What follows belongs to an exercise in optimizing a design on an open flow for small area, a short achievable clock period and few clock cycles; a production flow would make more cautious choices. Only simulation tests tie the RTL to the original design; equivalence was not proved.

==> flow/flow/run.sh <==
#!/bin/bash
cp standard.sh standard.sh.txt
export SETUP_SLACK_MARGIN=7.5
export BUFFER_PORTS_ARGS="-buffer_cell sky130_fd_sc_hd__buf_1"
bash standard.sh > standard.log 2>&1
==> flow/standard.sh <==
#!/bin/bash
# synth_recipe.tcl (not shown) runs the flow's synth.tcl, then flattens the netlist and writes it again
# the make line also repeats each setting of config.mk as NAME=value (left out here)
make -C /OpenROAD-flow-scripts/flow DESIGN_CONFIG=/design/flow/config.mk WORK_HOME=/design/flow/orfs CLKGATE_MAP_FILE= SYNTH_SCRIPT=/design/flow/synth_recipe.tcl "${@:-finish}"
==> flow/config.mk <==
export PLATFORM = sky130hd
export DESIGN_NAME = muldiv_unit
export DESIGN_NICKNAME = muldiv_unit
export VERILOG_FILES = /design/flow/design.v
export SDC_FILE = /design/flow/constraint.sdc
export NUM_CORES = 4
export LEC_CHECK = 0
export CAP_MARGIN = 20
export CORE_MARGIN = 2
export CORE_UTILIZATION = 25
export PLACE_DENSITY = 0.5
export SLEW_MARGIN = 20
==> flow/constraint.sdc <==
create_clock -name core_clock -period 11.0 [get_ports {clk}]
set_input_delay 2.2000 -clock core_clock [delete_from_list [all_inputs] [get_ports {clk}]]
set_output_delay 2.2000 -clock core_clock [all_outputs]
set_load 0.01 [all_outputs]
==> flow/design.v <==
`timescale 1ns/1ps
module muldiv_unit(
    input  logic clk,
    input  logic rst_n,
    input                muldiv_start, 
    input [2:0]          muldiv_op, 
    input [32-1:0]    muldiv_a, 
    input [32-1:0]    muldiv_b, 
    input [1-1:0] muldiv_hart_id, 
    input [4:0]          muldiv_rd,
    output                muldiv_busy, 
    output                muldiv_done, 
    output [32-1:0]    muldiv_result, 
    output [1-1:0] muldiv_done_hart_id, 
    output [4:0]          muldiv_done_rd
);
    logic st_mul, st_div, st_sw1, st_sw2, st_fix1, st_fix2;
    logic busy_r, done_r;
    logic [32:0] x;       
    logic [37:0] h;       
    logic [31:0] l;       
    logic        msign;   
    logic [5:0]  n;       
    logic        op_rem;
    logic        sa, sb;  
    logic        sel_mulh, sel_rem;
    logic [1-1:0]  tag_hid;
    logic [5-1:0] tag_rd;
    logic [37:0] y0, y1;
    logic        cc0, cin;
    wire [37:0] cs  = h ^ y0 ^ y1;
    wire [37:0] cc  = {((h[36:0] & y0[36:0]) | (h[36:0] & y1[36:0]) | (y0[36:0] & y1[36:0])), cc0};
    wire [37:0] s   = cs + cc + {37'd0, cin};
    wire q   = ~s[37];
    wire xnz = |x[31:0];
    logic [31:0] sm;
    always_comb begin
        sm = x[32] ? ~x[31:0] : x[31:0];    
        sm = sm | (sm >> 1);
        sm = sm | (sm >> 2);
        sm = sm | (sm >> 4);
        sm = sm | (sm >> 8);
        sm = sm | (sm >> 16);
    end
    wire [31:0] lm = sm >> 1;    
    wire [47:0] v16 = {h[32:0], l[31:17]};
    wire [35:0] v4  = {h[32:0], l[31:29]};
    wire ok16 = (n >= 6'd16) && (!xnz || ((v16 & ~{16'd0, lm}) == 48'd0));
    wire ok4  = (n >= 6'd4)  && (!xnz || ((v4  & ~{4'd0,  lm}) == 36'd0));
    wire fill = !xnz;
    wire negres = op_rem ? sa : ((sa ^ sb) && xnz);
    wire last_div = ok16 ? (n == 6'd16) : ok4 ? (n == 6'd4) : (n == 6'd1);
    function automatic [2:0] bdec(input [2:0] b);    
        case (b)
            3'b001, 3'b010: bdec = 3'b100;
            3'b011:         bdec = 3'b010;
            3'b100:         bdec = 3'b011;
            3'b101, 3'b110: bdec = 3'b101;
            default:        bdec = 3'b000;
        endcase
    endfunction
    wire in_div  = muldiv_op[2];
    wire in_sa   = in_div & ~muldiv_op[0] & muldiv_a[31];
    wire in_sb   = in_div & ~muldiv_op[0] & muldiv_b[31];
    wire a_sext  = (muldiv_op == 3'd1) || (muldiv_op == 3'd3);
    wire b_sext  = (muldiv_op == 3'd1) || (in_div && !muldiv_op[0]);
    wire idle    = !busy_r;
    wire start   = idle && muldiv_start;
    wire mul_end = st_mul && (n == 6'd1);
    wire div_end = st_div && last_div;
    wire nx_mul  = (start && !in_div) || (st_mul && !mul_end);
    wire nx_sw1  = start && in_div && in_sa;
    wire nx_sw2  = st_sw1;
    wire nx_div  = (start && in_div && !in_sa) || st_sw2 ||
                   (st_div && !last_div);
    wire nx_fix1 = div_end && negres;
    wire nx_fix2 = st_fix1;
    wire nx_done = mul_end || (div_end && !negres) || st_fix2;
    always_ff @(posedge clk or negedge rst_n) begin
        if (!rst_n) begin
            st_mul <= 1'b0; st_div <= 1'b0; st_sw1 <= 1'b0; st_sw2 <= 1'b0;
            st_fix1 <= 1'b0; st_fix2 <= 1'b0;
            busy_r <= 1'b0;
            done_r <= 1'b0;
        end else begin
            st_mul  <= nx_mul;
            st_div  <= nx_div;
            st_sw1  <= nx_sw1;
            st_sw2  <= nx_sw2;
            st_fix1 <= nx_fix1;
            st_fix2 <= nx_fix2;
            busy_r  <= nx_mul | nx_div | nx_sw1 | nx_sw2 | nx_fix1 | nx_fix2;
            done_r  <= nx_done;
        end
    end
    logic [32:0] x_nx;
    always_comb begin
        if (idle)                     x_nx = {b_sext & muldiv_b[31], muldiv_b};
        else if (st_sw1 || st_sw2)    x_nx = {st_sw2 & sb & l[31], l[31:0]};
        else if (st_fix1)             x_nx = {1'b0, (op_rem ? h[32:1] : l[31:0])};
        else                          x_nx = x;
    end
    logic       nx_is_mul, nx_neg;
    logic [2:0] d0_nx, d1_nx;
    always_comb begin
        d0_nx = 3'b000;
        d1_nx = 3'b000;
        nx_is_mul = 1'b0;
        nx_neg = 1'b1;
        if (idle) begin
            nx_is_mul = !in_div;
            d0_nx = bdec({muldiv_a[2:1], 1'b0});
            d1_nx = bdec(muldiv_a[4:2]);
            nx_neg = !in_sa && !in_sb;
        end else if (st_mul) begin
            nx_is_mul = 1'b1;
            d0_nx = bdec(l[6:4]);
            d1_nx = bdec({(n == 6'd2) ? msign : l[8], l[7:6]});
        end else begin
            nx_neg = (st_sw1 || st_fix1) ? 1'b1 : ~sb;
        end
        if (!nx_is_mul) d1_nx = 3'b000;
    end
    wire [37:0] xn38 = {{5{x_nx[32]}}, x_nx};
    wire        m1 = !nx_is_mul;                  
    wire        m2 = nx_is_mul && d0_nx[2];       
    wire        m4 = nx_is_mul && d0_nx[1];       
    wire        n0 = nx_is_mul ? d0_nx[0] : nx_neg;
    always_ff @(posedge clk) begin
        x   <= x_nx;
        y0  <= {((({37{m1}} & xn38[37:1]) | ({37{m2}} & xn38[36:0]) | ({37{m4}} & {xn38[35:0], 1'b0})) ^ {37{n0}}),
                (m1 ? (xn38[0] ^ n0) : d1_nx[0])};
        y1  <= {(({35{d1_nx[2]}} & xn38[34:0]) | ({35{d1_nx[1]}} & {xn38[33:0], 1'b0})) ^ {35{d1_nx[0]}},
                {3{d1_nx[0]}}};
        cc0 <= nx_is_mul & d0_nx[0];
        cin <= n0;
    end
    always_ff @(posedge clk) begin
        if (idle) begin
            l        <= muldiv_a;
            msign    <= a_sext & muldiv_a[31];
            h        <= (in_div || !muldiv_a[0]) ? 38'd0 : {{6{b_sext & muldiv_b[31]}}, muldiv_b};
            n        <= in_div ? 6'd33 : 6'd8;
            op_rem   <= muldiv_op[1];
            sa       <= in_sa;
            sb       <= in_sb;
            sel_mulh <= ~in_div & (muldiv_op[1:0] != 2'b00);
            sel_rem  <= in_div & muldiv_op[1];
            tag_hid  <= muldiv_hart_id;
            tag_rd   <= muldiv_rd;
        end else if (st_mul) begin
            h <= {{4{s[37]}}, s[37:4]};
            l <= {s[3:0], l[31:4]};
            n <= n - 6'd1;
        end else if (st_div) begin
            if (ok16) begin
                h <= {5'd0, h[16:0], l[31:16]};
                l <= {l[15:0], {16{fill}}};
                n <= n - 6'd16;
            end else if (ok4) begin
                h <= {5'd0, h[28:0], l[31:28]};
                l <= {l[27:0], {4{fill}}};
                n <= n - 6'd4;
            end else begin
                h <= {5'd0, (q ? s[31:0] : h[31:0]), l[31]};
                l <= {l[30:0], q};
                n <= n - 6'd1;
            end
        end else begin
            h <= 38'd0;
            l <= s[31:0];
            if (st_fix2) sel_rem <= 1'b0;
        end
    end
    assign muldiv_busy         = busy_r;
    assign muldiv_done         = done_r;
    assign muldiv_result       = sel_mulh ? h[31:0] :
                                 sel_rem  ? h[32:1] :
                                 l[31:0];
    assign muldiv_done_hart_id = tag_hid;
    assign muldiv_done_rd      = tag_rd;
endmodule
==> flow_summary_export.csv, run 1 <==
group,metric,value,unit
setup_path,arrival,4.44,ns
die,pin_count,116,
sta,slew_viol_final,0,
finish,drive_gt1_frac,0.196,
setup_path,r2r_cells,14,
die,die_area,62900,um^2
sta,setup_viol,0,
finish,syn_to_final_growth,25.6,%
setup_path,crit_chain,"fa_1 -> inv_2 -> fa_2 -> fa_2 -> nor2b_2 -> o311a_1 -> o211ai_1 -> a211oi_2 -> nor3_2 -> or3_4 -> xnor2_4 -> mux2i_1 -> a221o_1 -> o221ai_2",
sta,fmax,248,MHz
detailed_routing,drt-initial-drc-count,2080,
synth,synth.area.top_cells,"dfxtp_1 22%, mux2i_1 6.4%, o21ai_0 6.2%, xnor2_1 5.3%, fa_1 5.1%",
die,start_util,0.252,
min_path,whs_path_depth,0,
grt,grt.total_usage,0.231,
synth,synth_warnings,1,
clock_tree,cts_tree,"yes",
setup_path,crit_path_end_kind,"flop",
grt,overflow,0,
run,cap_violations,0,
setup_path,slowest_stage,"fa_1",
setup_path,critical_path.top_delay_family,"compound AO/OA/AOI/OAI gates",
grt,grt_pass1_vias,15100,
setup_path,critPathMostFrequentCell,"fa_2",
sta,fin_crit_sh,0.366,
finish,fin_nets,2128,
setup_path,path_max_fanout,2,
synth,synth_enable_flop_cells,18,
setup_path,critPathKind,"reg -> reg",
setup_path,cp.required,11.41,ns
synth,synth_ff_type,"dfxtp_1",
synth,synthArstFlopShare,0.0406,
detailed_routing,route.detailed.drc,0,
clock_tree,cts-root-buf,"clkbuf_16",
placed_design,dp_cells,2644,
clock_tree,insertion_delay,0.49,ns
detailed_routing,drt-total-wl,77600,um
grt,grt_max_degree,65,
synth,syn_area_per_cell,8.18,um^2
die,die_x,251,um
setup_path,slowest_delay,0.54,ns
sta,worstMarginPinSlew,1.16,ns
die,core_area,60400,um^2
detailed_routing,via_count,16100,
placed_design,gp_congestion,0.955,
clock_tree,clk_path_buf_depth,2,
synth,synth_top_area_frac,0.225,
sta,finalHoldViolCount,0,
finish,finalNonFillerCells,2759,
outcome,status,"complete, no violations",
sta,rsz0062_at_grt,"yes",
setup_path,crit_buf_inv,1,
detailed_routing,ant_nets,0,
sta,period_needed,4.03,ns
grt,grt_antenna_before_repair,4,
placed_design,port_buffers,115,
sta,clock_skew,0.0109,ns
clock_tree,cts.sinks,197,
synth,ys_ff_latch,197,
sta,finalSetupTns,0,ns
synth,ys_types,81,
placed_design,hpwlAfterDp,51900,um
detailed_routing,viasPerCell,5.85,
grt,grt_pass1_wl,107000,um
die,row_count,90,
detailed_routing,dr.pass1.iters,7,
finish,n_antenna_cell,0,
synth,seq_area_frac_synth,0.273,
detailed_routing,wl_per_cell,28.1,um
die,die_h,251,um
clock_tree,clkTransAtPathRegs,0.08,ns
synth,syn_area,15200,um^2
synth,netlist_instances,1862,
clock_tree,postCtsHoldBufs,0,
sta,relSlewSlack,0.226,
synth,yosysTopAreaCell,"dfxtp_1",
min_path,min_path_type,"reg -> reg",
synth,syn_nets,2026,
setup_path,crit_cells,14,
setup_path,start_kind,"flop",
clock_tree,cts_buffers,17,
finish,fill_cells,6385,
clock_tree,htreeDepth,4,
==> synth_stat cells, types with 40 or more instances <==
master / count
o21ai_0: 190
nand2_1: 186
dfxtp_1: 171
nor2_1: 123
clkbuf_1: 104
a21oi_1: 98
mux2i_1: 97
xnor2_1: 93
a22oi_1: 61
a221o_1: 54
ha_1: 49
inv_1: 49
a21o_1: 47
nand3_1: 42
nor2b_1: 40
==> timing repair <==
item,in CTS,in global routing
gates cloned,7,10
buffers inserted,28,38
setup endpoints to repair,178,158
pin swaps,42,75
resized for setup,181,154
==> flip-flops by register name, summed over array words and instances (netlist names), 5 cells and up <==
register  cells
tag_rd        5
y0           35
y1           35
x            33
h            34
l            32
n             6
==> cell families (layout without fill, tap and decap cells) <==
family,after synthesis,in the layout,synth area share
AO/OA/AOI/OAI,648,649,0.285
multiplexers,112,112,0.0748
adder cells (fa/ha/maj),88,88,0.0915
buffers and inverters,201,314,0.0557
XOR/XNOR,105,105,0.0608
flip-flops,197,197,0.273
AND/OR/NAND/NOR,511,512,0.158
==> layout make-up <==
type | instances | area, um^2 | area share
multi-input cells | 1466 | 11300 | 0.589
clock buffers | 24 | 524 | 0.0274
well taps | 782 | 978 | 0.0511
flip-flops and latches | 197 | 4250 | 0.222
inverters | 51 | 191 | 0.0100
repair buffers | 231 | 1860 | 0.0972
clock inverters | 8 | 60.1 | 0.00314
==> per-layer routing <==
layer	part of all wire	track usage	up-vias
li1	-	-	7056
met1	0.41	0.304	8019
met2	0.46	0.380	855
met3	0.089	0.0438	199
met4	0.047	0.0789	8
met5	0.00073	0	-
==> cell usage in the layout (no fill, tap or decap), types with 14 or more instances in the layout <==
cell and n:
nor3_1 14, nand2_1 178, edfxtp_1 18, a31oi_1 18, dfxtp_2 24, o22ai_1 18
mux2i_1 93, o21ai_2 16, nor2b_1 34, fa_1 37, inv_1 48, buf_1 86
ha_1 40, a21o_1 46, o21ai_0 137, o21ai_1 58, clkbuf_16 26, a221o_1 54
a22oi_1 59, nand3_1 40, nor2_1 117, buf_4 73, a21oi_1 88, mux2_2 14
buf_2 17, xnor2_1 79, and3_1 14, dfxtp_1 134
==> metrics by stage <==
stage / util / cell area [um^2] / hold WS (ns) / setup slack, ns
final: 0.317 / 19100 / 0.434 / 6.97
after global routing: 0.317 / 19100 / 0.454 / 6.87
after CTS: 0.299 / 18100 / 0.434 / 7.00
after detailed placement: 0.272 / 16400 / 0.414 / 6.19
after global placement: 0.272 / 16400 / 0.416 / 6.28
after floorplan: - / 15400 / 0.352 / 7.42
==> worst paths after layout <==
path	startpoint	end	slack, ns
setup / recovery	y0[0]$_DFF_P_	h[23]$_DFF_P_	6.97
hold / removal	st_sw1$_DFF_PN0_	st_sw2$_DFF_PN0_	0.43
setup reg to reg	y0[0]$_DFF_P_	h[23]$_DFF_P_	6.97
hold reg to reg	st_sw1$_DFF_PN0_	st_sw2$_DFF_PN0_	0.43
max in group asynchronous	rst_n	busy_r$_DFF_PN0_	9.00
min in group asynchronous	rst_n	st_sw2$_DFF_PN0_	1.64
Testbench counts, summed over its fixed seeds: cycles 114,349.
==> run 2, diff against run 1 <==
--- a/flow/design.v
+++ b/flow/design.v
@@ -36,5 +36,5 @@
     logic [31:0] sm;
     always_comb begin
-        sm = x[32] ? ~x[31:0] : x[31:0];    
+        sm = ~y0[31:0];
         sm = sm | (sm >> 1);
         sm = sm | (sm >> 2);
==> flow/flow/run.sh (replaced) <==
#!/bin/bash
cp standard.sh standard.sh.txt
export SETUP_SLACK_MARGIN=7
export BUFFER_PORTS_ARGS="-buffer_cell sky130_fd_sc_hd__buf_1"
bash standard.sh > standard.log 2>&1
==> flow_summary_export.csv, run 2 <==
group,metric,value,unit
synth,synth_most_common_cell,"nand2_1",
min_path,whs_path_depth,0,
synth,syn_area_per_cell,8.37,um^2
setup_path,crit_chain,"fa_1 -> ha_4 -> and3_4 -> and3_4 -> a211oi_4 -> a31oi_4 -> a31o_4 -> o41a_1 -> xnor2_4 -> buf_12 -> buf_12 -> buf_16 -> mux2i_2 -> a211o_1 -> o211ai_1",
setup_path,r2r_setup_slack,6.92,ns
sta,period_needed,4.08,ns
die,die_area,59300,um^2
finish,syn_to_final_growth,20.4,%
min_path,worstHoldStart,"st_sw1$_DFF_PN0_",
grt,grt_pass1_vias,14200,
synth,syn_nets,1877,
detailed_routing,dr.pass1.iters,9,
clock_tree,clk_path_buf_depth,2,
grt,overflow,0,
die,core_area,56600,um^2
finish,final_cell_mix,"176 x nand2_1, 140 x dfxtp_1, 131 x o21ai_0",
sta,fin_crit_sh,0.371,
synth,seq_area_frac_synth,0.290,
die,row_count,87,
die,pin_count,116,
grt,grt.total_usage,0.223,
setup_path,crit_path_end_kind,"flop",
placed_design,gp_congestion,0.933,
sta,slew_viol_final,0,
setup_path,crit_buf_inv,3,
clock_tree,clkTransAtPathRegs,0.08,ns
detailed_routing,drt-total-wl,68200,um
clock_tree,cts_tree,"yes",
setup_path,cp.required,11.39,ns
sta,worstMarginPinSlew,1.08,ns
setup_path,arrival,4.47,ns
finish,largestRegisters,"y0 x35, y1 x35, h x34",
synth,netlist_instances,1713,
die,start_util,0.253,
sta,finalSetupTns,0,ns
synth,synth_common_cells,"178 x nand2_1, 171 x dfxtp_1, 169 x o21ai_0, 100 x clkbuf_1, 96 x nor2_1",
setup_path,start_kind,"flop",
synth,synth.area.top_cells,"dfxtp_1 24%, o21ai_0 5.9%, xnor2_1 5.6%, fa_1 5.4%, mux2i_1 5.4%",
setup_path,critPathKind,"reg -> reg",
setup_path,r2r_end,"h[28]$_DFF_P_",
sta,clock_skew,0.0146,ns
setup_path,path_max_fanout,9,
setup_path,critical_path.top_delay_family,"compound AO/OA/AOI/OAI gates",
finish,final_common_cell,"nand2_1",
detailed_routing,ant_nets,0,
synth,yosysTopAreaCell,"dfxtp_1",
placed_design,hpwlAfterDp,48300,um
synth,synth_enable_flop_cells,18,
sta,rsz0062_at_grt,"yes",
synth,synth_top_area_frac,0.239,
detailed_routing,wl_per_cell,26.7,um
die,die_h,244,um
detailed_routing,viasPerCell,5.84,
outcome,status,"complete, no violations",
finish,fin_nets,1946,
detailed_routing,via_count,14900,
synth,ys_ff_latch,197,
synth,synth_ff_type,"dfxtp_1",
min_path,worstHoldEndpoint,"st_sw2$_DFF_PN0_",
clock_tree,htreeDepth,4,
die,die_x,244,um
sta,relSlewSlack,0.277,
grt,grt_pass1_wl,98000,um
setup_path,r2r_cells,15,
clock_tree,postCtsHoldBufs,0,
setup_path,r2r-start,"h[8]$_DFF_P_",
grt,grt_max_degree,84,
synth,syn_area,14300,um^2
clock_tree,cts_buffers,17,
sta,setup_viol,0,
finish,drive_gt1_frac,0.152,
placed_design,port_buffers,115,
run,cap_violations,0,
setup_path,slowest_stage,"fa_1",
sta,fmax,245,MHz
min_path,min_path_type,"reg -> reg",
clock_tree,insertion_delay,0.48,ns
detailed_routing,drt-initial-drc-count,1798,
clock_tree,cts-root-buf,"clkbuf_16",
sta,finalHoldViolCount,0,
synth,synth_warnings,1,
clock_tree,cts.sinks,197,
grt,grt_antenna_before_repair,4,
synth,ys_types,77,
synth,synthArstFlopShare,0.0406,
detailed_routing,route.detailed.drc,0,
setup_path,slowest_delay,0.48,ns
[run 2: cell count changes in the layout (fill, tap and decap cells not counted), moves of 12 or more]
cell	change
mux2i_1	-19
buf_4	-30
a211oi_2	+14
nand3_1	-13
o21ai_1	-13
a21oi_1	-20
buf_2	-12
a21o_1	+12
o221ai_1	+30
nor2_1	-28
a221o_1	-13
[run 2: timing repair]
action                     4_1_cts  5_1_grt
buffers inserted                19        9
gates cloned                     8        3
pin swaps                       41       44
setup endpoints to repair      149      149
gates resized for setup        141       96
[run 2: through the flow]
step	utilization	instance area, um^2	hold slack (ns)	worst slack, ns	instances
CTS	0.297	16800	0.444	6.86	2539
global route	0.305	17300	0.466	6.84	2551
floorplan	-	14300	0.352	6.95	1713
finish	0.305	17300	0.443	6.92	2552
detailed placement	0.274	15500	0.427	5.95	2480
global placement	0.274	15500	0.424	6.03	2480
[run 2: logic make-up (layout without fill, tap and decap cells)]
kind of cell	Yosys count	count (layout)	share of synthesized area
AO/OA/AOI/OAI	617	617	0.295
flip-flops	197	197	0.290
XOR/XNOR	107	107	0.0666
multiplexers	80	80	0.0561
adder cells (fa/ha/maj)	88	88	0.0972
AND/OR/NAND/NOR	439	441	0.143
other	0	1	0
buffers and inverters	185	265	0.0516
[run 2: area by class of cell]
class,instances,area (um^2)
fill,6035,39300
multi-input combinational,1333,10000
sequential,197,4230
timing repair buffer,183,1290
tap,756,946
clock buffer,20,458
inverter,50,203
clock inverter,12,115
antenna,1,2.50
[run 2: per-layer routing]
metal | vias to the layer above | part of all wire | global-route usage
li1 | 6471 | - | -
met1 | 7370 | 0.43 | 0.307
met2 | 886 | 0.44 | 0.341
met3 | 162 | 0.098 | 0.0494
met4 | 4 | 0.030 | 0.0769
met5 | - | 0.00043 | 0
[run 2: worst max-delay path by stage]
stage / from / to / slack (ns) / depth (start not counted)
floorplan: muldiv_op[2] / y0[10]$_DFF_P_ / 6.95 / 9
global placement: muldiv_op[2] / y0[21]$_DFF_P_ / 6.03 / 7
detailed placement: muldiv_op[2] / y0[23]$_DFF_P_ / 5.95 / 7
CTS: y0[31]$_DFF_P_ / h[20]$_DFF_P_ / 6.86 / 10
global route: h[1]$_DFF_P_ / h[31]$_DFF_P_ / 6.84 / 15
finish: h[8]$_DFF_P_ / h[28]$_DFF_P_ / 6.92 / 15
Testbench counts of run 2, summed over its fixed seeds: cycles 114,349.
==> run 3, diff against run 2 <==
--- a/flow/design.v
+++ b/flow/design.v
@@ -151,5 +151,5 @@
         end else if (st_mul) begin
             h <= {{4{s[37]}}, s[37:4]};
-            l <= {s[3:0], l[31:4]};
+            l <= (sel_mulh && n == 6'd1) ? s[35:4] : {s[3:0], l[31:4]};
             n <= n - 6'd1;
         end else if (st_div) begin
@@ -170,12 +170,12 @@
             h <= 38'd0;
             l <= s[31:0];
-            if (st_fix2) sel_rem <= 1'b0;
+            if (st_fix2) begin
+                sel_rem <= 1'b0;
+            end
         end
     end
     assign muldiv_busy         = busy_r;
     assign muldiv_done         = done_r;
-    assign muldiv_result       = sel_mulh ? h[31:0] :
-                                 sel_rem  ? h[32:1] :
-                                 l[31:0];
+    assign muldiv_result       = sel_rem ? h[32:1] : l[31:0];
     assign muldiv_done_hart_id = tag_hid;
     assign muldiv_done_rd      = tag_rd;
==> flow/flow/run.sh (replaced) <==
#!/bin/bash
cp standard.sh standard.sh.txt
export SETUP_SLACK_MARGIN=6.75
export BUFFER_PORTS_ARGS="-buffer_cell sky130_fd_sc_hd__buf_1"
bash standard.sh > standard.log 2>&1
==> flow_summary_export.csv, run 3 <==
group,metric,value,unit
detailed_routing,drt-initial-drc-count,2075,
grt,grt_pass1_wl,101000,um
run,cap_violations,0,
die,die_area,60400,um^2
die,pin_count,116,
setup_path,r2r_cells,14,
finish,syn_to_final_growth,13.9,%
grt,grt_max_degree,64,
sta,finalHoldViolCount,0,
sta,rsz0062_at_grt,"yes",
synth,synth_ff_type,"dfxtp_1",
sta,fin_crit_sh,0.385,
detailed_routing,via_count,15100,
sta,clock_skew,0.0238,ns
grt,overflow,0,
sta,relSlewSlack,0.283,
grt,grt_antenna_before_repair,1,
die,die_h,246,um
placed_design,port_buffers,115,
synth,synth_top_area_frac,0.234,
synth,syn_area,14600,um^2
finish,final_cell_mix,"162 x dfxtp_1, 146 x o21ai_0, 141 x nand2_1",
finish,final_common_cell,"dfxtp_1",
finish,finalNonFillerCells,2550,
setup_path,start_kind,"flop",
setup_path,arrival,4.65,ns
clock_tree,cts_tree,"yes",
sta,period_needed,4.24,ns
setup_path,r2r-start,"h[0]$_DFF_P_",
die,row_count,88,
finish,drive_gt1_frac,0.0942,
die,die_x,246,um
finish,fill_cells,6219,
synth,yosysTopAreaCell,"dfxtp_1",
placed_design,hpwlAfterDp,52100,um
synth,synth.area.top_cells,"dfxtp_1 23%, xnor2_1 5.4%, fa_1 5.3%, o21ai_0 5.1%, ha_1 4.2%",
clock_tree,cts_buffers,17,
clock_tree,htreeDepth,4,
setup_path,path_max_fanout,6,
setup_path,cp.required,11.41,ns
synth,ys_ff_latch,197,
detailed_routing,ant_nets,0,
finish,largestRegisters,"y0 x35, y1 x35, h x34",
sta,setup_viol,0,
sta,worstMarginPinSlew,1.07,ns
synth,syn_area_per_cell,8.44,um^2
synth,synth_warnings,1,
outcome,status,"complete, no violations",
grt,grt.total_usage,0.228,
min_path,worstHoldEndpoint,"done_r$_DFF_PN0_",
synth,synth_common_cells,"171 x dfxtp_1, 148 x o21ai_0, 144 x nand2_1, 111 x clkbuf_1, 90 x xnor2_1",
clock_tree,clk_path_buf_depth,2,
grt,grt_pass1_vias,14600,
detailed_routing,wl_met3,6140,um
detailed_routing,drt-met1-wl,29900,um
synth,seq_area_frac_synth,0.285,
placed_design,dp_cells,2511,
die,start_util,0.253,
clock_tree,cts.sinks,197,
detailed_routing,dr.max_layer_used,"met4",
placed_design,gp_congestion,0.958,
min_path,whs_path_depth,2,
setup_path,crit_path_end_kind,"flop",
sta,finalSetupTns,0,ns
die,core_area,57800,um^2
sta,fmax,236,MHz
detailed_routing,met2WireLength,30600,um
sta,slew_viol_final,0,
min_path,worstHoldStart,"st_fix2$_DFF_PN0_",
synth,synth_most_common_cell,"dfxtp_1",
setup_path,r2r_setup_slack,6.76,ns
synth,synthArstFlopShare,0.0406,
setup_path,critPathKind,"reg -> reg",
synth,synth_enable_flop_cells,18,
detailed_routing,drt-total-wl,69700,um
detailed_routing,viasPerCell,5.93,
clock_tree,insertion_delay,0.49,ns
finish,fin_nets,1936,
synth,ys_types,77,
clock_tree,cts-root-buf,"clkbuf_16",
clock_tree,clkTransAtPathRegs,0.09,ns
detailed_routing,dr.pass1.iters,6,
synth,netlist_instances,1731,
synth,syn_nets,1895,
detailed_routing,wl_per_cell,27.3,um
setup_path,r2r_end,"h[32]$_DFF_P_",
min_path,min_path_type,"reg -> reg",
finish,final_core_util,0.288,
detailed_routing,route.detailed.drc,0,
-- run 3: changes by cell type after synthesis, sizes merged, moves of 18 or more --
cell	delta
o21ai	-26
nor3	+18
mux2	+30
mux2i	-31
nand2	-34
-- run 3: logic make-up after synthesis --
| kind of cell | after synthesis | synth area share |
|---|---|---|
| AO/OA/AOI/OAI | 640 | 0.305 |
| multiplexers | 79 | 0.0569 |
| XOR/XNOR | 100 | 0.0599 |
| AND/OR/NAND/NOR | 448 | 0.150 |
| flip-flops | 197 | 0.285 |
| adder cells (fa/ha/maj) | 88 | 0.0954 |
| buffers and inverters | 179 | 0.0474 |
-- run 3: worst max path at each step --
stage	slack, ns	cells past startpoint	to	start
2_1_floorplan	6.97	8	y0[10]$_DFF_P_	muldiv_op[2]
3_3_place_gp	6.12	11	h[15]$_DFF_P_	h[3]$_DFF_P_
3_5_place_dp	6.11	11	h[30]$_DFF_P_	h[3]$_DFF_P_
4_1_cts	6.76	14	h[32]$_DFF_P_	h[0]$_DFF_P_
5_1_grt	6.70	14	h[32]$_DFF_P_	h[0]$_DFF_P_
6_report	6.76	14	h[32]$_DFF_P_	h[0]$_DFF_P_
-- run 3: worst max-delay path, cell delays in order, from the launching register on --
cell       delay (ns)
dfxtp_2          0.40
fa_1             0.54
inv_1            0.05
fa_2             0.37
fa_2             0.42
nor2b_2          0.16
o2111ai_2        0.18
a211oi_2         0.23
buf_4            0.16
o21ba_2          0.21
a21oi_2          0.12
o211ai_1         0.37
a21oi_2          0.12
or4b_2           0.63
a41oi_1          0.19
-- run 3: repair_timing --
action,CTS,global route
endpoints found under the setup margin,48,70
pin swaps,2,4
cloned,0,0
hold buffers,0,0
resized for setup,20,19
setup buffers,4,3
-- run 3: cell type report --
type	instances	area (um^2)	area share
timing repair buffer	155	761	0.0457
sequential	197	4180	0.251
clock buffer	20	447	0.0268
tap	765	957	0.0575
antenna	1	2.50	0.000150
multi-input combinational	1355	9970	0.599
inverter	46	173	0.0104
clock inverter	11	151	0.00910
-- run 3: routing by layer --
layer,global-route usage,vias up
met5,0,-
li1,-,6603
met4,0.103,0
met2,0.352,850
met3,0.0415,177
met1,0.306,7500
-- run 3: per-stage QoR --
stage,cell area (um^2),hold WS [ns],setup WS (ns)
after floorplan,14600,0.352,6.97
after global placement,15800,0.459,6.12
after detailed placement,15800,0.458,6.11
after CTS,16500,0.476,6.76
after global routing,16600,0.494,6.70
final,16600,0.479,6.76
Testbench counts of run 3, summed over its fixed seeds: cycles 114,349.
==> run 4, diff against run 3 <==
==> flow/flow/run.sh (replaced) <==
#!/bin/bash
cp standard.sh standard.sh.txt
export SETUP_SLACK_MARGIN=7
export BUFFER_PORTS_ARGS="-buffer_cell sky130_fd_sc_hd__buf_1"
bash standard.sh > standard.log 2>&1
--- a/flow/config.mk
+++ b/flow/config.mk
@@ -8,5 +8,5 @@
 export CAP_MARGIN = 20
 export CORE_MARGIN = 2
-export CORE_UTILIZATION = 25
-export PLACE_DENSITY = 0.5
+export CORE_UTILIZATION = 40
+export PLACE_DENSITY = 0.65
 export SLEW_MARGIN = 20
==> flow_summary_export.csv, run 4 <==
group,metric,value,unit
finish,largestRegisters,"y0 x35, y1 x35, h x34",
die,start_util,0.403,
outcome,status,"complete, no violations",
sta,slew_viol_final,0,
die,pin_count,116,
clock_tree,insertion_delay,0.46,ns
clock_tree,cts-root-buf,"clkbuf_16",
setup_path,critPathKind,"reg -> reg",
detailed_routing,route.detailed.drc,0,
finish,final_core_util,0.453,
die,die_h,195,um
sta,fin_crit_sh,0.362,
placed_design,gp_congestion,0.992,
sta,finalSetupTns,0,ns
grt,overflow,0,
detailed_routing,wl_per_cell,28.1,um
grt,grt_max_degree,64,
synth,syn_area,14600,um^2
clock_tree,postCtsHoldBufs,0,
detailed_routing,dr.pass1.iters,7,
clock_tree,clkTransAtPathRegs,0.08,ns
placed_design,port_buffers,115,
finish,final_cell_mix,"146 x o21ai_0, 145 x dfxtp_1, 140 x nand2_1",
min_path,whs_path_depth,0,
synth,synth_ff_type,"dfxtp_1",
die,die_area,38100,um^2
finish,fill_cells,3642,
clock_tree,htreeDepth,4,
grt,grt_antenna_before_repair,0,
sta,finalHoldViolCount,0,
setup_path,cp.required,11.37,ns
synth,synth_warnings,1,
grt,grt_pass1_vias,14500,
synth,synth_common_cells,"171 x dfxtp_1, 148 x o21ai_0, 144 x nand2_1, 111 x clkbuf_1, 90 x xnor2_1",
synth,yosysTopAreaCell,"dfxtp_1",
synth,synth_most_common_cell,"dfxtp_1",
die,die_x,195,um
clock_tree,cts_buffers,17,
placed_design,hpwlAfterDp,45800,um
finish,final_common_cell,"o21ai_0",
min_path,min_path_type,"reg -> reg",
detailed_routing,drt-total-wl,63300,um
sta,period_needed,3.98,ns
sta,relSlewSlack,0.278,
grt,grt_pass1_wl,93600,um
setup_path,path_max_fanout,8,
clock_tree,cts_tree,"yes",
run,cap_violations,0,
sta,worstMarginPinSlew,1.08,ns
clock_tree,clk_path_buf_depth,2,
synth,syn_area_per_cell,8.44,um^2
clock_tree,cts.sinks,197,
synth,synthArstFlopShare,0.0406,
synth,ys_ff_latch,197,
detailed_routing,ant_nets,0,
die,core_area,36300,um^2
finish,drive_gt1_frac,0.113,
synth,synth_top_area_frac,0.234,
finish,seq_area,4210,um^2
finish,multi_input_area,10100,um^2
sta,setup_viol,0,
sta,clock_skew,0.0174,ns
finish,syn_to_final_growth,12.3,%
synth,ys_types,77,
finish,n_antenna_cell,0,
detailed_routing,via_count,15300,
setup_path,r2r_setup_slack,7.02,ns
setup_path,arrival,4.35,ns
sta,rsz0062_at_grt,"yes",
synth,synth_enable_flop_cells,18,
die,row_count,70,
detailed_routing,viasPerCell,6.80,
synth,syn_nets,1895,
setup_path,start_kind,"flop",
grt,grt.total_usage,0.327,
detailed_routing,drt-initial-drc-count,2211,
synth,synth.area.top_cells,"dfxtp_1 23%, xnor2_1 5.4%, fa_1 5.3%, o21ai_0 5.1%, ha_1 4.2%",
synth,seq_area_frac_synth,0.285,
synth,netlist_instances,1731,
finish,fin_nets,1939,
sta,fmax,251,MHz
setup_path,r2r_cells,11,
setup_path,crit_path_end_kind,"flop",
-- run 4: cell types whose count changed in the layout (fill, tap and decap cells not counted), sizes merged --
cell,change
clkdlybuf4s18,+1
clkinvlp,-1
inv,+5
o21ai,+1
clkinv,+1
clkbuf,-1
bufinv,-2
diode,-1
-- run 4: per-layer routing --
metal  wire, um  GRT usage  vias up
met5          0          0        -
met2      27000      0.490     1111
met1      24700      0.431     7390
li1           -          -     6608
met4       3800      0.176        0
met3       7750     0.0834      240
-- run 4: path summary, 6_finish.rpt --
path	start	end
worst min-delay path	st_sw1$_DFF_PN0_	st_sw2$_DFF_PN0_
worst max register to register	h[9]$_DFF_P_	h[27]$_DFF_P_
min in group asynchronous	rst_n	done_r$_DFF_PN0_
max in group asynchronous	rst_n	busy_r$_DFF_PN0_
worst min register to register	st_sw1$_DFF_PN0_	st_sw2$_DFF_PN0_
worst max-delay path	h[9]$_DFF_P_	h[27]$_DFF_P_
-- run 4: metrics by stage --
| step | hold WS (ns) | instance area [um^2] | instances | worst slack [ns] |
|---|---|---|---|---|
| 6_report | 0.469 | 16400 | 2256 | 7.02 |
| 5_1_grt | 0.493 | 16400 | 2256 | 6.94 |
| 4_1_cts | 0.463 | 16200 | 2251 | 6.92 |
| 3_5_place_dp | 0.444 | 15400 | 2211 | 6.24 |
| 3_3_place_gp | 0.440 | 15400 | 2211 | 6.32 |
| 2_1_floorplan | 0.352 | 14600 | 1731 | 7.01 |
-- run 4: final cells by class --
class / instances / share of cell area
Timing Repair Buffer: 157 / 0.0480
Clock buffer: 18 / 0.0261
Clock inverter: 14 / 0.00884
Sequential cell: 197 / 0.257
Multi-Input combinational cell: 1356 / 0.614
Inverter: 46 / 0.0107
Tap cell: 468 / 0.0357
-- run 4: cells by family after synthesis --
logic type,share of synthesized area
muxes,0.0569
buffers and inverters,0.0474
xor gates and xnor gates,0.0599
adders and majority gates,0.0954
DFF,0.285
and+or+nand+nor,0.150
AOI/OAI and AO/OA,0.305
-- run 4: what timing repair did --
action                                  CTS  global route
pin swaps                                 6            10
endpoints found under the setup margin  143            68
gates cloned                              1             0
resized for setup                        43            53
setup buffers                             7             5
-- run 4: critical path: stages (launching register included) --
cell and delay (ns):
dfxtp_1 0.75, fa_1 0.51, ha_1 0.43, a21oi_1 0.17, nor2_1 0.05, a2111o_1 0.38
o21ba_4 0.27, a21oi_2 0.31, a21boi_1 0.52, and3_1 0.25, a211oi_1 0.05, o221ai_1 0.18
==> run 5, diff against run 4 <==
--- a/flow/config.mk
+++ b/flow/config.mk
@@ -8,5 +8,6 @@
 export CAP_MARGIN = 20
 export CORE_MARGIN = 2
-export CORE_UTILIZATION = 40
-export PLACE_DENSITY = 0.65
+export CORE_UTILIZATION = 25
+export CTS_BUF_LIST = sky130_fd_sc_hd__clkbuf_4 sky130_fd_sc_hd__clkbuf_8 sky130_fd_sc_hd__clkbuf_16
+export PLACE_DENSITY = 0.5
 export SLEW_MARGIN = 20
==> flow_summary_export.csv, run 5 <==
group,metric,value,unit
outcome,status,"complete, no violations",
synth,ys_ff_latch,197,
synth,yosys.area_share.simple,0.150,
grt,grt_antenna_before_repair,1,
sta,worstMarginPinSlew,1.09,ns
synth,syn_area,14600,um^2
synth,synth_common_cells,"171 x dfxtp_1, 148 x o21ai_0, 144 x nand2_1, 111 x clkbuf_1, 90 x xnor2_1",
setup_path,start_kind,"flop",
synth,synth_warnings,1,
synth,synth_enable_flop_cells,18,
setup_path,critPathKind,"reg -> reg",
finish,final_common_cell,"o21ai_0",
grt,overflow,0,
synth,yosysTopAreaCell,"dfxtp_1",
setup_path,crit_path_end_kind,"flop",
finish,drive_gt1_frac,0.122,
sta,rsz0062_at_grt,"yes",
detailed_routing,wl_per_cell,27.3,um
clock_tree,insertion_delay,0.49,ns
finish,multi_input_area,10100,um^2
grt,grt_pass1_wl,101000,um
min_path,min_path_type,"reg -> reg",
synth,synth_top_family_by_area,"compound AO/OA/AOI/OAI gates",
synth,ys_types,77,
detailed_routing,drt-total-wl,69900,um
synth,synth_ff_type,"dfxtp_1",
synth,syn_nets,1895,
clock_tree,cts_tree,"yes",
die,die_x,246,um
finish,syn_to_final_growth,15.6,%
synth,synth_top_area_frac,0.234,
clock_tree,clkTransAtPathRegs,0.08,ns
finish,design_area,16900,um^2
synth,syn_area_per_cell,8.44,um^2
clock_tree,cts.sinks,197,
finish,finalNonFillerCells,2562,
clock_tree,htreeDepth,4,
run,cap_violations,0,
detailed_routing,viasPerCell,5.90,
die,row_count,88,
sta,setup_viol,0,
grt,grt_max_degree,64,
synth,synthAdderAreaFrac,0.0954,
detailed_routing,drt-initial-drc-count,2052,
finish,largestRegisters,"y0 x35, y1 x35, h x34",
clock_tree,cts_buffers,17,
synth,synth_compound_area_frac,0.305,
synth,seq_area_frac_synth,0.285,
die,pin_count,116,
placed_design,dp_cells,2511,
sta,period_needed,4.03,ns
die,start_util,0.253,
placed_design,port_buffers,115,
detailed_routing,via_count,15100,
setup_path,path_max_fanout,31,
detailed_routing,dr.pass1.iters,8,
finish,fin_nets,1947,
finish,final_cell_mix,"145 x o21ai_0, 144 x dfxtp_1, 141 x nand2_1",
clock_tree,cts-root-buf,"clkbuf_16",
setup_path,cp.required,11.35,ns
sta,holdWs,0.448,ns
sta,finalHoldViolCount,0,
die,die_h,246,um
sta,slew_viol_final,0,
finish,fill_cells,6177,
detailed_routing,route.detailed.drc,0,
clock_tree,clk_path_buf_depth,2,
placed_design,gp_congestion,0.976,
synth,synth_xor_area_frac,0.0599,
sta,clock_skew,0.0149,ns
sta,relSlewSlack,0.277,
grt,grt.total_usage,0.227,
sta,fmax,248,MHz
synth,synthMuxAreaShare,0.0569,
placed_design,place_ws,6.16,ns
setup_path,arrival,4.38,ns
sta,fin_crit_sh,0.366,
synth,synthArstFlopShare,0.0406,
synth,netlist_instances,1731,
finish,seq_area,4220,um^2
synth,synth.area.top_cells,"dfxtp_1 23%, xnor2_1 5.4%, fa_1 5.3%, o21ai_0 5.1%, ha_1 4.2%",
sta,setup_ws,6.97,ns
detailed_routing,ant_nets,0,
die,die_area,60400,um^2
grt,grt_pass1_vias,14500,
finish,final_core_util,0.292,
placed_design,hpwlAfterDp,52200,um
sta,finalSetupTns,0,ns
placed_design,placed_cell_area,15800,um^2
die,core_area,57800,um^2
synth,synth_most_common_cell,"dfxtp_1",
[run 5: cell types whose count changed in the layout (fill, tap and decap cells not counted), moves of 3 or more]
cell | previous run | this run
clkinv_2 | 1 | 4
inv_8 | 3 | 0
inv_6 | 4 | 1
buf_4 | 38 | 45
[run 5: final timing paths]
kind / from / end / slack [ns] / cells after the start
worst max register to register: x[25]$_DFF_P_ / l[31]$_DFF_P_ / 6.97 / 9
worst min register to register: st_sw1$_DFF_PN0_ / st_sw2$_DFF_PN0_ / 0.45 / 0
worst max-delay path: x[25]$_DFF_P_ / l[31]$_DFF_P_ / 6.97 / 9
min in group asynchronous: rst_n / st_sw2$_DFF_PN0_ / 1.63 / 1
worst min-delay path: st_sw1$_DFF_PN0_ / st_sw2$_DFF_PN0_ / 0.45 / 0
max in group asynchronous: rst_n / busy_r$_DFF_PN0_ / 9.02 / 1
[run 5: final cells by class]
cell class | count | share of cell area
Timing Repair Buffer | 166 | 0.0517
Multi-Input combinational cell | 1355 | 0.598
Clock buffer | 21 | 0.0281
Clock inverter | 11 | 0.00600
Inverter | 46 | 0.0102
Antenna cell | 1 | 0.000148
Sequential cell | 197 | 0.250
Tap cell | 765 | 0.0567
[run 5: what timing repair did]
item / in CTS / in global routing
gates resized for setup: 48 / 48
pin swaps: 7 / 10
setup endpoints to repair: 133 / 63
hold buffers: 0 / 0
setup buffers: 7 / 11
[run 5: worst max-delay path: stages (launching register included)]
cell and delay, ns:
dfxtp_1 0.32, nor4_1 0.73, nand4_1 0.28, nor3_2 0.52
nor2b_1 0.52, a21o_1 0.18, buf_4 0.40, mux2_2 0.38
o311ai_0 0.35, o221ai_1 0.19
[run 5: metal layers]
metal	track usage	share of wire	vias up
met5	0	0	-
met4	0.0906	0.039	0
met3	0.0483	0.093	151
met2	0.352	0.45	846
met1	0.305	0.42	7474
li1	-	-	6633
[run 5: cell families after synthesis]
logic type,after synthesis
AO/OA/AOI/OAI,640
XOR/XNOR,100
adder cells (fa/ha/maj),88
buffers and inverters,179
flip-flops,197
multiplexers,79
AND/OR/NAND/NOR,448
==> run 6, diff against run 5 <==
--- a/flow/config.mk
+++ b/flow/config.mk
@@ -6,8 +6,8 @@
 export NUM_CORES = 4
 export LEC_CHECK = 0
+export ABC_AREA = 1
 export CAP_MARGIN = 20
 export CORE_MARGIN = 2
 export CORE_UTILIZATION = 25
-export CTS_BUF_LIST = sky130_fd_sc_hd__clkbuf_4 sky130_fd_sc_hd__clkbuf_8 sky130_fd_sc_hd__clkbuf_16
 export PLACE_DENSITY = 0.5
 export SLEW_MARGIN = 20
==> flow_summary_export.csv, run 6 <==
group,metric,value,unit
synth,ys_types,50,
die,core_area,61700,um^2
die,die_h,254,um
placed_design,placed_cell_area,16700,um^2
detailed_routing,route.detailed.drc,0,
synth,ys_ff_latch,197,
grt,grt.total_usage,0.237,
setup_path,crit_buf_inv,2,
synth,netlist_instances,2295,
sta,setup_ws,6.97,ns
grt,grt_max_degree,83,
placed_design,hpwlAfterDp,59500,um
synth,synth_enable_flop_cells,18,
synth,syn_area,15600,um^2
grt,overflow,0,
synth,synth_most_common_cell,"nand2_1",
sta,finalHoldViolCount,0,
synth,synth.area.top_cells,"dfxtp_1 22%, nand2_1 13%, nand3_1 6.2%, inv_1 6.0%, o211ai_1 5.4%",
die,row_count,91,
detailed_routing,ant_nets,0,
synth,synth_warnings,1,
die,die_area,64400,um^2
sta,rsz0062_at_grt,"no",
clock_tree,cts_tree,"yes",
clock_tree,cts_buffers,17,
synth,synth_common_cells,"538 x nand2_1, 248 x inv_1, 194 x nand3_1, 171 x dfxtp_1, 158 x o21ai_0",
finish,drive_gt1_frac,0.0664,
synth,synth_top_area_frac,0.220,
setup_path,crit_chain,"inv_1 -> o21ai_0 -> buf_1",
finish,fill_cells,6862,
setup_path,critical_path.top_delay_family,"flip-flops",
synth,seq_area_frac_synth,0.267,
detailed_routing,drt-initial-drc-count,1908,
finish,syn_to_final_growth,13.4,%
finish,final_cell_mix,"535 x nand2_1, 244 x inv_1, 194 x nand3_1",
clock_tree,htreeDepth,4,
synth,syn_nets,2459,
die,pin_count,116,
grt,grt_pass1_wl,112000,um
grt,grt_pass1_vias,16500,
synth,yosysTopAreaCell,"dfxtp_1",
clock_tree,clk_path_buf_depth,2,
placed_design,place_ws,5.99,ns
sta,fmax,248,MHz
sta,setup_viol,0,
finish,design_area,17700,um^2
sta,slew_viol_final,0,
finish,largestRegisters,"y0 x35, y1 x35, h x34",
setup_path,critPathKind,"reg -> out",
sta,period_needed,4.03,ns
outcome,status,"complete, no violations",
die,start_util,0.253,
grt,grt_antenna_before_repair,2,
clock_tree,clkTransAtPathRegs,0.09,ns
clock_tree,cts.sinks,197,
placed_design,gp_congestion,0.984,
setup_path,slowest_stage,"dfxtp_1",
setup_path,arrival,1.83,ns
sta,relSlewSlack,0.287,
setup_path,crit_path_end_kind,"primary output",
setup_path,cp.required,8.80,ns
setup_path,slowest_delay,0.67,ns
synth,syn_area_per_cell,6.79,um^2
sta,finalSetupTns,0,ns
clock_tree,postCtsHoldBufs,0,
detailed_routing,via_count,17300,
sta,clock_skew,0.0190,ns
die,die_x,254,um
setup_path,path_max_fanout,5,
finish,fin_nets,2514,
synth,synth_ff_type,"dfxtp_1",
synth,synthArstFlopShare,0.0406,
finish,final_common_cell,"nand2_1",
min_path,min_path_type,"reg -> reg",
sta,fin_crit_sh,0.366,
clock_tree,cts-root-buf,"clkbuf_16",
placed_design,port_buffers,115,
setup_path,start_kind,"flop",
clock_tree,insertion_delay,0.48,ns
detailed_routing,drt-total-wl,77700,um
detailed_routing,wl_per_cell,24.3,um
sta,worstMarginPinSlew,1.07,ns
detailed_routing,viasPerCell,5.39,
run,cap_violations,0,
detailed_routing,dr.pass1.iters,6,
[run 6: worst reg2reg max path: stages (launching register included)]
cell	delay (ns)
dfxtp_2	0.37
fa_1	0.54
inv_1	0.05
fa_1	0.41
fa_2	0.42
inv_1	0.10
nand3_1	0.08
nand2_2	0.12
nand2_1	0.06
nand2_1	0.12
nand2_1	0.07
nand2_1	0.13
nand2_1	0.07
nand2_1	0.18
a21oi_1	0.14
xnor2_2	0.34
inv_1	0.18
o21ai_0	0.23
nand3b_1	0.14
[run 6: timing repair]
item	in CTS	in global routing
pin swaps	0	3
setup endpoints to repair	110	101
buffers inserted	6	8
gates cloned	2	1
gates resized for setup	28	39
[run 6: stage by stage]
stage	hold slack, ns	utilization	std cells
4_1_cts	0.482	0.282	3191
3_5_place_dp	0.462	0.270	3151
6_report	0.487	0.286	3201
5_1_grt	0.529	0.286	3200
3_3_place_gp	0.462	0.270	3150
2_1_floorplan	0.349	-	2295
[run 6: routing by layer]
| layer | GRT usage | up-vias | share of wire | wire length (um) |
|---|---|---|---|---|
| met5 | 0 | - | 0 | 0 |
| met4 | 0.107 | 0 | 0.045 | 3510 |
| met3 | 0.0421 | 148 | 0.086 | 6710 |
| met2 | 0.367 | 885 | 0.44 | 34300 |
| met1 | 0.322 | 8381 | 0.43 | 33200 |
| li1 | - | 7839 | - | - |
[run 6: final timing paths]
check	start	end	slack, ns	cells past startpoint
setup reg to reg	h[0]$_DFF_P_	l[26]$_DFF_P_	7.22	18
hold / removal	st_fix2$_DFF_PN0_	done_r$_DFF_PN0_	0.49	2
hold reg to reg	st_fix2$_DFF_PN0_	done_r$_DFF_PN0_	0.49	2
max in group asynchronous	rst_n	busy_r$_DFF_PN0_	9.00	1
min in group asynchronous	rst_n	st_sw2$_DFF_PN0_	1.65	1
setup / recovery	l[27]$_DFF_P_	muldiv_result[27]	6.97	3
[run 6: cell families (layout without fill, tap and decap cells)]
| group | count (synthesis) | after routing | synth area share |
|---|---|---|---|
| compound gates | 541 | 541 | 0.210 |
| xor+xnor | 104 | 104 | 0.0584 |
| fa+ha+maj | 88 | 88 | 0.0894 |
| buf+inv | 385 | 453 | 0.104 |
| flops | 197 | 197 | 0.267 |
| mux | 1 | 1 | 0.000722 |
| other cells | 0 | 1 | 0 |
| simple gates | 979 | 979 | 0.270 |
[run 6: final cells by class]
cell class                      instances  area [um^2]  share of cell area
Tap cell                              837         1050              0.0593
Antenna cell                            1         2.50            0.000142
Clock inverter                         13          139             0.00786
Inverter                              267         1030              0.0583
Clock buffer                           19          453              0.0256
Timing Repair inverter                  3         21.3             0.00120
Sequential cell                       197         4170               0.236
Multi-Input combinational cell       1713        10100               0.569
Timing Repair Buffer                  151          752              0.0426
==> run 7, diff against run 6 <==
--- a/flow/config.mk
+++ b/flow/config.mk
@@ -6,5 +6,4 @@
 export NUM_CORES = 4
 export LEC_CHECK = 0
-export ABC_AREA = 1
 export CAP_MARGIN = 20
 export CORE_MARGIN = 2
==> flow_summary_export.csv, run 7 <==
group,metric,value,unit
run,cap_violations,0,
clock_tree,cts_buffers,17,
finish,final_cell_mix,"145 x o21ai_0, 144 x dfxtp_1, 141 x nand2_1",
placed_design,place_ws,6.16,ns
detailed_routing,route.detailed.drc,0,
placed_design,gp_congestion,0.976,
sta,worstMarginPinSlew,1.08,ns
synth,syn_nets,1895,
synth,synth_top_area_frac,0.234,
synth,synth_common_cells,"171 x dfxtp_1, 148 x o21ai_0, 144 x nand2_1, 111 x clkbuf_1, 90 x xnor2_1",
placed_design,hpwlAfterDp,52200,um
clock_tree,clk_path_buf_depth,2,
synth,synth_warnings,1,
clock_tree,postCtsHoldBufs,0,
synth,synth.area.top_cells,"dfxtp_1 23%, xnor2_1 5.4%, fa_1 5.3%, o21ai_0 5.1%, ha_1 4.2%",
outcome,status,"complete, no violations",
grt,grt.total_usage,0.227,
clock_tree,insertion_delay,0.49,ns
die,row_count,88,
grt,grt_max_degree,64,
grt,grt_pass1_vias,14500,
clock_tree,htreeDepth,4,
synth,syn_area,14600,um^2
die,die_area,60400,um^2
synth,ys_types,77,
detailed_routing,wl_per_cell,27.3,um
detailed_routing,via_count,15200,
die,die_x,246,um
sta,finalHoldViolCount,0,
min_path,min_path_type,"reg -> reg",
setup_path,path_max_fanout,5,
sta,period_needed,4.00,ns
synth,seq_area_frac_synth,0.285,
detailed_routing,ant_nets,0,
finish,syn_to_final_growth,15.5,%
placed_design,port_buffers,115,
finish,fin_nets,1947,
synth,synth_ff_type,"dfxtp_1",
synth,yosysTopAreaCell,"dfxtp_1",
finish,drive_gt1_frac,0.122,
detailed_routing,drt-initial-drc-count,1990,
finish,finalNonFillerCells,2562,
synth,synth_most_common_cell,"dfxtp_1",
sta,relSlewSlack,0.278,
sta,clock_skew,0.0190,ns
sta,setup_ws,7.00,ns
clock_tree,cts-root-buf,"clkbuf_16",
placed_design,dp_cells,2511,
clock_tree,cts.sinks,197,
grt,grt_antenna_before_repair,1,
finish,final_core_util,0.292,
synth,ys_ff_latch,197,
finish,final_common_cell,"o21ai_0",
finish,largestRegisters,"y0 x35, y1 x35, h x34",
clock_tree,cts_tree,"yes",
sta,finalSetupTns,0,ns
grt,overflow,0,
clock_tree,clkTransAtPathRegs,0.08,ns
setup_path,arrival,1.80,ns
placed_design,placed_cell_area,15800,um^2
setup_path,start_kind,"flop",
setup_path,crit_path_end_kind,"primary output",
setup_path,cp.required,8.80,ns
synth,synth_enable_flop_cells,18,
die,die_h,246,um
grt,grt_pass1_wl,101000,um
detailed_routing,dr.pass1.iters,6,
die,core_area,57800,um^2
sta,slew_viol_final,0,
detailed_routing,viasPerCell,5.94,
sta,fmax,250,MHz
die,pin_count,116,
finish,design_area,16900,um^2
sta,setup_viol,0,
synth,netlist_instances,1731,
setup_path,critPathKind,"reg -> out",
sta,rsz0062_at_grt,"yes",
die,start_util,0.253,
synth,synthArstFlopShare,0.0406,
synth,syn_area_per_cell,8.44,um^2
finish,fill_cells,6176,
detailed_routing,drt-total-wl,69900,um
sta,fin_crit_sh,0.364,
[run 7: cell types whose count changed in the layout (fill, tap and decap cells not counted), moves of 44 or more]
cell	before	now
a21oi_1	131	69
nand3_1	194	41
xor2_1	81	9
inv_1	244	44
a21o_1	8	52
nand2_1	535	141
mux2i_1	0	46
xnor2_1	10	86
a22oi_1	10	66
nor2_1	153	78
o211ai_1	113	25
[run 7: layout make-up]
type	count	area, um^2	share of cell area
inverters	46	173	0.0102
clock inverters	11	101	0.00600
repair buffers	166	873	0.0517
multi-input cells	1355	10100	0.598
well taps	765	957	0.0567
diodes	1	2.50	0.000148
clock buffers	21	470	0.0279
flip-flops and latches	197	4220	0.250
[run 7: metrics by stage]
step                      hold slack (ns)
final                               0.441
after CTS                           0.446
after detailed placement            0.432
after global placement              0.429
after global routing                0.473
after floorplan                     0.352
[run 7: worst paths after layout]
kind	start	endpoint	slack [ns]	depth (start not counted)
max in group asynchronous	rst_n	busy_r$_DFF_PN0_	9.02	1
min reg2reg	st_sw1$_DFF_PN0_	st_sw2$_DFF_PN0_	0.44	0
max reg2reg	x[25]$_DFF_P_	l[31]$_DFF_P_	7.07	9
max	l[20]$_DFF_P_	muldiv_result[20]	7.00	3
min	st_sw1$_DFF_PN0_	st_sw2$_DFF_PN0_	0.44	0
min in group asynchronous	rst_n	st_sw1$_DFF_PN0_	1.63	1
[run 7: layer usage]
metal / track usage / part of all wire
met5: 0 / 0
met4: 0.0895 / 0.042
met3: 0.0490 / 0.094
met2: 0.351 / 0.44
met1: 0.305 / 0.42
[run 7: cell families after synthesis]
kind of cell,synth area share
AO/OA/AOI/OAI,0.305
XOR/XNOR,0.0599
adder cells (fa/ha/maj),0.0954
buffers and inverters,0.0474
flip-flops,0.285
multiplexers,0.0569
AND/OR/NAND/NOR,0.150
[run 7: worst max-delay path: stages, from the launching register on]
cell     delay, ns
dfxtp_2       0.53
inv_1         0.14
o21ai_0       0.45
buf_1         0.20
[run 7: repair_timing]
item | 4_1_cts | 5_1_grt
pin swaps | 7 | 10
hold endpoints to repair | 0 | 0
gates resized for setup | 48 | 48
buffers inserted | 7 | 11
setup endpoints to repair | 133 | 63
gates cloned | 0 | 0
==> run 8, diff against run 7 <==
--- a/flow/config.mk
+++ b/flow/config.mk
@@ -9,4 +9,6 @@
 export CORE_MARGIN = 2
 export CORE_UTILIZATION = 25
+export CTS_BUF_LIST = sky130_fd_sc_hd__clkbuf_8
+export CTS_CLUSTER_SIZE = 12
 export PLACE_DENSITY = 0.5
 export SLEW_MARGIN = 20
==> flow_summary_export.csv, run 8 <==
group,metric,value,unit
outcome,status,"complete, no violations",
sta,slew_viol_final,0,
synth,synth_ff_type,"dfxtp_1",
finish,final_common_cell,"o21ai_0",
grt,grt.total_usage,0.226,
synth,synth_common_cells,"171 x dfxtp_1, 148 x o21ai_0, 144 x nand2_1, 111 x clkbuf_1, 90 x xnor2_1",
setup_path,cp.required,8.80,ns
grt,grt_antenna_before_repair,1,
setup_path,arrival,1.85,ns
die,row_count,88,
clock_tree,clk_path_buf_depth,2,
clock_tree,cts_tree,"yes",
clock_tree,insertion_delay,0.56,ns
sta,holdWs,0.456,ns
synth,synth_enable_flop_cells,18,
sta,relSlewSlack,0.284,
synth,seq_area_frac_synth,0.285,
setup_path,path_max_fanout,7,
detailed_routing,viasPerCell,5.92,
sta,worstMarginPinSlew,1.07,ns
detailed_routing,dr.pass1.iters,7,
sta,fin_crit_sh,0.368,
setup_path,crit_chain,"mux2_2 -> buf_1",
grt,grt_pass1_vias,14500,
sta,fmax,247,MHz
setup_path,critical_path.top_delay_family,"flip-flops",
synth,ys_ff_latch,197,
setup_path,start_kind,"flop",
clock_tree,cts.sinks,197,
grt,grt_max_degree,64,
synth,yosysTopAreaCell,"dfxtp_1",
sta,finalHoldViolCount,0,
grt,overflow,0,
finish,largestRegisters,"y0 x35, y1 x35, h x34",
die,pin_count,116,
finish,drive_gt1_frac,0.122,
detailed_routing,via_count,15200,
setup_path,crit_path_end_kind,"primary output",
detailed_routing,route.detailed.drc,0,
placed_design,gp_congestion,0.976,
synth,syn_area_per_cell,8.44,um^2
clock_tree,cts_buffers,17,
sta,period_needed,4.05,ns
setup_path,crit_buf_inv,1,
synth,syn_area,14600,um^2
placed_design,hpwlAfterDp,52200,um
synth,ys_types,77,
clock_tree,postCtsHoldBufs,0,
die,start_util,0.253,
detailed_routing,ant_nets,0,
die,die_x,246,um
setup_path,slowest_stage,"dfxtp_1",
finish,fin_nets,1945,
grt,grt_pass1_wl,101000,um
sta,finalSetupTns,0,ns
setup_path,slowest_delay,0.78,ns
sta,clock_skew,0.0242,ns
detailed_routing,drt-initial-drc-count,2100,
clock_tree,cts-root-buf,"clkbuf_8",
synth,syn_nets,1895,
finish,final_cell_mix,"144 x o21ai_0, 143 x dfxtp_1, 141 x nand2_1",
placed_design,port_buffers,115,
synth,synth_top_area_frac,0.234,
synth,synth_most_common_cell,"dfxtp_1",
setup_path,critPathKind,"reg -> out",
detailed_routing,drt-total-wl,69600,um
synth,netlist_instances,1731,
sta,rsz0062_at_grt,"yes",
die,core_area,57800,um^2
clock_tree,clkTransAtPathRegs,0.12,ns
die,die_area,60400,um^2
run,cap_violations,0,
die,die_h,246,um
sta,setup_viol,0,
finish,syn_to_final_growth,14.2,%
min_path,min_path_type,"reg -> reg",
synth,synth.area.top_cells,"dfxtp_1 23%, xnor2_1 5.4%, fa_1 5.3%, o21ai_0 5.1%, ha_1 4.2%",
synth,synthArstFlopShare,0.0406,
synth,synth_warnings,1,
clock_tree,htreeDepth,4,
detailed_routing,wl_per_cell,27.2,um
run 8: changes by cell type in the layout (fill, tap and decap cells not counted), moves of 2 or more:
cell	delta
clkbuf_16	-17
clkbuf_8	+17
dfxtp_4	+2
diode_2	+2
run 8: area by class of cell:
type	instances	area [um^2]
repair buffers	164	845
inverters	46	173
multi-input cells	1355	10100
diodes	3	7.51
flip-flops and latches	197	4220
clock buffers	20	275
clock inverters	12	105
well taps	765	957
fillers	6189	41100
run 8: path summary, 6_finish.rpt:
| kind | from | to | slack [ns] | depth (start not counted) |
|---|---|---|---|---|
| worst max-delay path | l[19]$_DFF_P_ | muldiv_result[19] | 6.95 | 2 |
| worst min-delay path | st_sw1$_DFF_PN0_ | st_sw2$_DFF_PN0_ | 0.46 | 0 |
| worst max register to register | h[0]$_DFF_P_ | h[32]$_DFF_P_ | 6.96 | 14 |
| worst min register to register | st_sw1$_DFF_PN0_ | st_sw2$_DFF_PN0_ | 0.46 | 0 |
| max in group asynchronous | rst_n | busy_r$_DFF_PN0_ | 9.11 | 1 |
| min in group asynchronous | rst_n | busy_r$_DFF_PN0_ | 1.55 | 1 |
run 8: cells by family (layout without fill, tap and decap cells):
group | after synthesis | count (layout) | synth area share
buffers and inverters | 179 | 242 | 0.0474
XOR/XNOR | 100 | 100 | 0.0599
other | 0 | 3 | 0
flip-flops | 197 | 197 | 0.285
adder cells (fa/ha/maj) | 88 | 88 | 0.0954
AND/OR/NAND/NOR | 448 | 448 | 0.150
multiplexers | 79 | 79 | 0.0569
AO/OA/AOI/OAI | 640 | 640 | 0.305
run 8: timing repair:
action / CTS / global route
pin swaps: 7 / 8
resized for setup: 56 / 45
cloned: 0 / 0
hold endpoints to repair: 0 / 0
buffers inserted: 8 / 8
endpoints found under the setup margin: 134 / 85
run 8: stage by stage:
stage,std cells,utilization,instance area (um^2),setup WS (ns)
after global routing,2559,0.289,16700,6.90
after global placement,2510,0.273,15800,6.11
after CTS,2551,0.284,16400,6.96
after detailed placement,2511,0.274,15800,6.16
after floorplan,1731,-,14600,7.01
final,2562,0.289,16700,6.95
run 8: per-layer routing:
metal / GRT usage / part of all wire / wire (um) / vias to the layer above
met5: 0 / 0 / 0 / -
met4: 0.0948 / 0.043 / 2960 / 0
met3: 0.0482 / 0.092 / 6410 / 180
met2: 0.349 / 0.44 / 30900 / 863
met1: 0.303 / 0.42 / 29300 / 7513
li1: - / - / - / 6622

## port drivers added, routing unchanged
In the flow no input, the clock included, has a driving cell. The finished layouts below were timed again as built, in two steps.
Step 1 sets driving cells, clkbuf_16 on the clock port and buf_2 on the other inputs (assumed; they add their load-dependent delay and slew).
Step 2, shift: input delay + t, output delay - t, t = (earliest + latest rising clock arrival at the registers) / 2. This alone moves slack from input paths to output paths.
Slacks: no drivers / after step 1 / after step 2; pairs: no drivers / after step 1.
| run | shift t [ns] | slack for setup (ns) | clock arrival spread, ns |
|---|---|---|---|
| run 1 | 0.546 | 6.970 / 6.928 / 6.970 | 0.011 / 0.011 |
| run 2 | 0.526 | 6.920 / 6.866 / 6.451 | 0.014 / 0.015 |
| run 3 | 0.538 | 6.760 / 6.760 / 6.398 | 0.024 / 0.024 |
| run 4 | 0.509 | 7.019 / 6.966 / 6.608 | 0.018 / 0.018 |
| run 5 | 0.538 | 6.972 / 6.955 / 6.736 | 0.015 / 0.015 |
| run 6 | 0.520 | 6.971 / 6.919 / 6.634 | 0.021 / 0.021 |
| run 7 | 0.536 | 6.996 / 6.944 / 6.748 | 0.020 / 0.019 |
| run 8 | 0.599 | 6.949 / 6.901 / 6.490 | 0.024 / 0.025 |
After both steps every run listed still meets setup and hold. For run 2, which loses most, drivers alone change the setup slack by -0.054 ns; drivers and shift together by -0.469 ns.
